From an optimization exercise on the open Yosys and OpenROAD flow, aimed at small area and a short achievable clock period; shortcuts taken in it are not production practice.
At most, simulation tests tie the RTL to the original design; equivalence was not proved.
Power figures rest on the tool's default switching activity, not on a simulated workload.

== raven ==
==> flow/design.v <==
module fpa_add #(parameter W = 25, parameter L = 5)
                (input [W-1:0] a,
                 input [W-1:0] b,
                 input cin,
                 output [W-1:0] s,
                 output cout);
    wire [W-1:0] g [0:L];
    wire [W-1:0] p [0:L];
    wire [W-1:0] p0 = a ^ b;
    assign g[0] = (a & b) | {{(W-1){1'b0}}, p0[0] & cin};
    assign p[0] = p0;
    genvar l, i;
    generate
        for (l = 0; l < L; l = l + 1) begin : lv
            for (i = 0; i < W; i = i + 1) begin : bt
                if ((i >> l) & 1) begin : cmb
                    localparam J = ((i >> l) << l) - 1;
                    assign g[l+1][i] = g[l][i] | (p[l][i] & g[l][J]);
                    assign p[l+1][i] = p[l][i] & p[l][J];
                end else begin : pas
                    assign g[l+1][i] = g[l][i];
                    assign p[l+1][i] = p[l][i];
                end
            end
        end
    endgenerate
    assign s = p0 ^ {g[L][W-2:0], cin};
    assign cout = g[L][W-1];
endmodule
module FPU_Addition #(parameter BITS=32)
                        (input [BITS-1:0]A,
                         input [BITS-1:0]B,
                         input clk,
                         output [BITS-1:0] result);
    wire [7:0] eA = A[30:23];
    wire [7:0] eB = B[30:23];
    wire [7:0] X;
    wire       comp;                              
    fpa_add #(8, 3) u_dab (.a(eA), .b(~eB), .cin(1'b1), .s(X), .cout(comp));
    wire [4:0] Xn = ~X[4:0] + 5'd1;
    wire [4:0] d = comp ? X[4:0] : Xn;
    wire       big = comp ? |X[7:5] : ~(&X[7:5] & |X[4:0]);
    wire [23:0] mL = comp ? {1'b1, A[22:0]} : {1'b1, B[22:0]};
    wire [23:0] mS = comp ? {1'b1, B[22:0]} : {1'b1, A[22:0]};
    wire [7:0]  eL = comp ? eA : eB;
    wire        sL = comp ? A[31] : B[31];
    wire        sub = A[31] ^ B[31];
    wire [23:0] s0 = d[0] ? {1'b0,  mS[23:1]} : mS;
    wire [23:0] s1 = d[1] ? {2'b0,  s0[23:2]} : s0;
    wire [23:0] s2 = d[2] ? {4'b0,  s1[23:4]} : s1;
    wire [23:0] s3 = d[3] ? {8'b0,  s2[23:8]} : s2;
    wire [23:0] s4 = d[4] ? {16'b0, s3[23:16]} : s3;
    wire [23:0] mSa = big ? 24'd0 : s4;
    wire [24:0] T;
    wire        tc;
    fpa_add #(25, 5) u_add (.a({1'b0, mL}), .b({1'b0, mSa} ^ {25{sub}}), .cin(sub),
                         .s(T), .cout(tc));
    reg [24:0] T_r;
    reg [7:0]  eL_r;
    reg        sL_r;
    always @(posedge clk) begin
        T_r  <= T;
        eL_r <= eL;
        sL_r <= sL;
    end
    wire        z4 = ~|T_r[24:9];
    wire [24:0] n4 = z4 ? {T_r[8:0], 16'd0} : T_r;
    wire        z3 = ~|n4[24:17];
    wire [24:0] n3 = z3 ? {n4[16:0], 8'd0} : n4;
    wire        z2 = ~|n3[24:21];
    wire [24:0] n2 = z2 ? {n3[20:0], 4'd0} : n3;
    wire        z1 = ~|n2[24:23];
    wire [24:0] n1 = z1 ? {n2[22:0], 2'd0} : n2;
    wire        z0 = ~n1[24];
    wire [23:0] n0 = z0 ? n1[22:0] : n1[23:1];
    wire        tz = z4 & ~|T_r[8:0];
    wire [4:0]  lz = {z4, z3, z2 & ~tz, z1 & ~tz, z0};
    wire [6:0]  lo = {2'b0, eL_r[4:0]} + 7'd1 - {2'b0, lz};
    wire [2:0]  hi = lo[6] ? eL_r[7:5] - 3'd1 : eL_r[7:5] + {2'd0, lo[5]};
    wire [7:0]  expo = {hi, lo[4:0]};
    assign result = {sL_r, expo, n0[22:0]};
endmodule
export LEC_CHECK = 0
export CAP_MARGIN = 20
export CORE_MARGIN = 2
export CORE_UTILIZATION = 40
export SLEW_MARGIN = 20
export SYNTH_HIERARCHICAL = 1
create_clock -name core_clock -period 30.0 [get_ports {clk}]
standard.sh (not shown) runs the stock make flow with config.mk's settings and CLKGATE_MAP_FILE= SYNTH_SCRIPT=/design/flow/synth_recipe.tcl, a recipe that flattens the netlist after the stock synthesis.
==> flow/flow/run.sh <==
#!/bin/bash
# Standard synthesis and layout with two changes: the port buffers are the
# small sky130_fd_sc_hd__buf_1 instead of the delay buffer buffer_ports picks
# by default, and the timing repair steps aim for extra setup slack (the
# margin in flow/margin.txt) so that they size and buffer the critical paths.
set -euo pipefail
MARGIN=$(cat flow/margin.txt)
bash standard.sh finish SETUP_SLACK_MARGIN=$MARGIN \
    "BUFFER_PORTS_ARGS=-buffer_cell sky130_fd_sc_hd__buf_1" > standard.log 2>&1
==> flow/flow/margin.txt <==
18
The following lists how xenon was set up differently from raven:
Settings: SYNTH_HIERARCHICAL: 1 -> unset; CORE_UTILIZATION: 40 -> 65; CTS_BUF_LIST: unset -> sky130_fd_sc_hd__clkbuf_8.
--- outcome ---
The fraction of power consumed by the clock network of xenon falls short of that of raven by 3.2 points. raven ended up with nor4_2 as its worst-path cell with the longest stage delay; xenon ended up with or4_4. Diff raven -> xenon | maximum ir drop on the vdd rail | up by more than 100%. Row wire length of the first global-routing pass: xenon higher / raven lower. Note that the number of vias per cell after detailed routing recorded for raven amounts to 0.835 times the value seen in xenon. Final cell count without fillers delta for xenon relative to raven: 2.4% lower.

* * *

RTL: the design.v shown in full above, as it stands there.
Settings: LEC_CHECK=0, CAP_MARGIN=20, CORE_MARGIN=2, CORE_UTILIZATION=40, CTS_BUF_LIST=sky130_fd_sc_hd__clkbuf_8, CTS_CLUSTER_DIAMETER=200, CTS_CLUSTER_SIZE=40, SLEW_MARGIN=20; clock period 30.0 ns.
Scripts as last shown in full above: flow/flow/run.sh, flow/flow/margin.txt
The starting point finished with timing, DRC and antenna clean.
==> next run, changes <==
Settings changed: CAP_MARGIN 20 to 0, SLEW_MARGIN 20 to 0.
Flip-flop and latch count is unchanged.
Maximum frequency stays flat.
Non-clock buffer count stays the same.
Clock-buffer cell count does not change.
Utilization is about the same.
Global-route usage is unchanged.
Synthesized cell count does not change.
Wire length hardly moves.
Setup slack is about the same.
==> next run, changes <==
Settings changed: CAP_MARGIN 0 to 20, CTS_BUF_LIST sky130_fd_sc_hd__clkbuf_8 to default, CTS_CLUSTER_DIAMETER 200 to default, CTS_CLUSTER_SIZE 40 to default, SLEW_MARGIN 0 to 20.
Result: Wire length came out lower by 0.45%. Setup slack gets worse by 5.8 ps. Via count came out higher by 0.57%. Core utilization came out higher by 0.39 points. Cell count barely changes. Non-clock buffer count came out higher by 2. First-iteration DRC count came out lower by 1.2%. Final area came out higher by 0.87%. Sequential share of layout area is about the same. Global-route usage barely changes.
==> next run, changes <==
==> flow/flow/margin.txt (replaced) <==
17.6
Settings changed: CTS_BUF_LIST from default to sky130_fd_sc_hd__clkbuf_8, CTS_CLUSTER_DIAMETER from default to 200, CTS_CLUSTER_SIZE from default to 40.
The new run ran to the end with no violations.
Cell count is lower by 0.39%.
Count of clock-buffer cells in the layout went down by 2.
Hold slack got worse by 7.4 ps.
Sequential share of layout area rose by 0.19 points.

* * *

the baseline:
Another version of the RTL of FPU_Addition (not shown whole).
Size: ~34 flip-flops, ~97 I/O pins, about 0.0067 sq mm of cells after synthesis.
Settings: LEC_CHECK=0, CAP_MARGIN=20, CORE_MARGIN=2, CORE_UTILIZATION=40, SLEW_MARGIN=20; clock period 30.0 ns.
==> flow/flow/run.sh <==
#!/bin/bash
# Standard synthesis and layout, with the timing repair steps asked to keep
# extra setup slack so that they size and buffer the critical paths.
set -euo pipefail
MARGIN=$(cat flow/margin.txt)
bash standard.sh finish SETUP_SLACK_MARGIN=$MARGIN > standard.log 2>&1
==> flow/flow/margin.txt <==
19
Edits applied to the flow inputs when going from the baseline to the candidate:
==> flow/run.sh (new file) <==
#!/bin/bash
# synth_recipe.tcl (not shown) runs the flow's synth.tcl, then flattens the netlist and writes it again
# the make line also repeats each setting of config.mk as NAME=value (left out here)
make -C /OpenROAD-flow-scripts/flow DESIGN_CONFIG=/design/flow/config.mk WORK_HOME=/design/flow/orfs CLKGATE_MAP_FILE= SYNTH_SCRIPT=/design/flow/synth_recipe.tcl finish
removed: flow/flow/run.sh
removed: flow/flow/margin.txt
removed: flow/standard.sh
Results
Instance count on the critical path in the candidate vs the baseline: down 4
Compared the candidate vs the baseline, and power is down in the candidate.
Looking at clock power share, the candidate sits 0.2 points higher than the baseline does.
Area after detailed placement across the candidate and the baseline: no real change.
Vias: the candidate below the baseline
Function was not checked in any run of this note: the RTL went through the layout flow alone.

* * *

Another version of the RTL of FPU_Addition (not shown whole).
Size in the first run: about 680 cells after synthesis, roughly 34 flip-flops, roughly 97 I/O pins, roughly 6100 µm² of cells after synthesis.
==> flow/design.v (excerpt) <==
module FPU_Addition #(parameter BITS=32)
                        (input [BITS-1:0]A,
                         input [BITS-1:0]B,
                         input clk,
                         output [BITS-1:0] result);
Settings: LEC_CHECK=0, CAP_MARGIN=20, CORE_MARGIN=2, CORE_UTILIZATION=40, CTS_BUF_LIST=sky130_fd_sc_hd__clkbuf_8, CTS_CLUSTER_DIAMETER=200, CTS_CLUSTER_SIZE=40, SLEW_MARGIN=20; clock period 30.0 ns.
==> flow/flow/run.sh <==
#!/bin/bash
# Standard synthesis and layout with two changes: the port buffers are the
# small sky130_fd_sc_hd__buf_1 instead of the delay buffer buffer_ports picks
# by default, and the timing repair steps aim for extra setup slack (the
# margin in flow/margin.txt) so that they size and buffer the critical paths.
set -euo pipefail
MARGIN=$(cat flow/margin.txt)
bash standard.sh finish SETUP_SLACK_MARGIN=$MARGIN \
    "BUFFER_PORTS_ARGS=-buffer_cell sky130_fd_sc_hd__buf_1" > standard.log 2>&1
==> flow/flow/margin.txt <==
18.4
Then changed:
==> flow/flow/margin.txt (replaced) <==
18
Effect: Hold slack barely changes; via count drops by about 3.3%; critical path depth does not change; maximum frequency drops by 2.3%.
No run of this note included a check of the RTL's function; only the layout flow was run.

* * *

Another version of the RTL of FPU_Addition (not shown whole).
Size: ~97 I/O pins, ~5800 sq um of cells after synthesis.
Settings: LEC_CHECK=0, CAP_MARGIN=20, CORE_MARGIN=2, CORE_UTILIZATION=40, SLEW_MARGIN=20; clock period 30.0 ns.
==> flow/flow/margin.txt <==
0
Scripts as last shown in full above: flow/flow/run.sh
==> next run, changes <==
==> flow/flow/margin.txt (replaced) <==
18.7
What happened: Area after synthesis is unchanged; utilization went up by 5.4 points; die area does not change; count of clock-buffer cells in the layout stays the same; cell area rose by 12%; combinational power went up by 15%; global-route usage climbs by 0.36 points; wire length increases by 7.5%; synthesized cell count does not change; setup slack improves by 1.4 ns; final cell count rises by 4.6%.
==> next run, changes <==
==> flow/flow/margin.txt (replaced) <==
18
Outcome: Setup slack degrades by 0.50 ns; combinational power shrinks by 10%; fmax shrinks by 4.3%; sequential power shrinks by about 2%; synthesized cell count is unchanged; wire length shrinks by 4.2%; first-iteration DRC count grows by 0.87%; global-route usage shrinks by 0.30 points; sequential share of layout area grows by 0.89 points; design area shrinks by 8.8%.

[static timing again, ports no longer ideal]
In the flow no input, the clock included, has a driving cell. The finished layouts below were timed again as built, in two steps.
Step 1, drivers: a clkbuf_16 drives clk and a buf_2 each remaining input, both assumed.
Step 2 also shifts input and output timing later by t, the mid clock arrival at the registers, as if the neighbouring blocks saw the same clock.
Three values: ideal ports, drivers, drivers and shift; two values: the first two.
run | shift t [ns] | setup WS [ns] | hold slack, ns | worst setup path at the end | worst slew at a driven data input, ns
raven | 0.305 | 18.312 / 18.278 / 18.138 | 5.990 / 5.978 / 6.283 | input to register | 0.03
xenon | 0.302 | 18.257 / 18.232 / 17.991 | 5.999 / 5.996 / 6.299 | input to register | 0.04
the first run of note 2 | 0.301 | 18.354 / 18.326 / 18.087 | 5.971 / 5.966 / 6.267 | input to register | 0.04
the second run of note 2 | 0.301 | 18.356 / 18.328 / 18.093 | 5.973 / 5.967 / 6.268 | input to register | 0.04
the third run of note 2 | 0.301 | 18.350 / 18.318 / 18.070 | 5.979 / 5.969 / 6.270 | input to register | 0.04
the fourth run of note 2 | 0.301 | 18.090 / 18.073 / 17.796 | 5.971 / 5.966 / 6.267 | input to register | 0.04
the baseline | 0.318 | 19.073 / 19.096 / 18.778 | 6.039 / 6.019 / 6.337 | input to register | 0.06
the candidate | 0.315 | 17.180 / 17.193 / 16.879 | 6.360 / 6.348 / 6.663 | input to register | 0.05
the first run of note 4 | 0.303 | 18.712 / 18.686 / 18.456 | 5.996 / 5.992 / 6.295 | input to register | 0.03
the second run of note 4 | 0.303 | 18.443 / 18.418 / 18.205 | 5.995 / 5.992 / 6.295 | input to register | 0.03
the first run of note 5 | 0.302 | 17.453 / 17.460 / 17.158 | 6.002 / 5.989 / 6.291 | input to register | 0.03
the second run of note 5 | 0.303 | 18.837 / 18.850 / 18.546 | 6.000 / 5.988 / 6.291 | input to register | 0.04
the third run of note 5 | 0.302 | 18.333 / 18.344 / 18.042 | 5.999 / 5.987 / 6.289 | input to register | 0.03
After both steps setup and hold are still met in every run listed. For the candidate, which loses most, drivers alone change the setup slack by +0.013 ns; drivers and shift together by -0.301 ns.
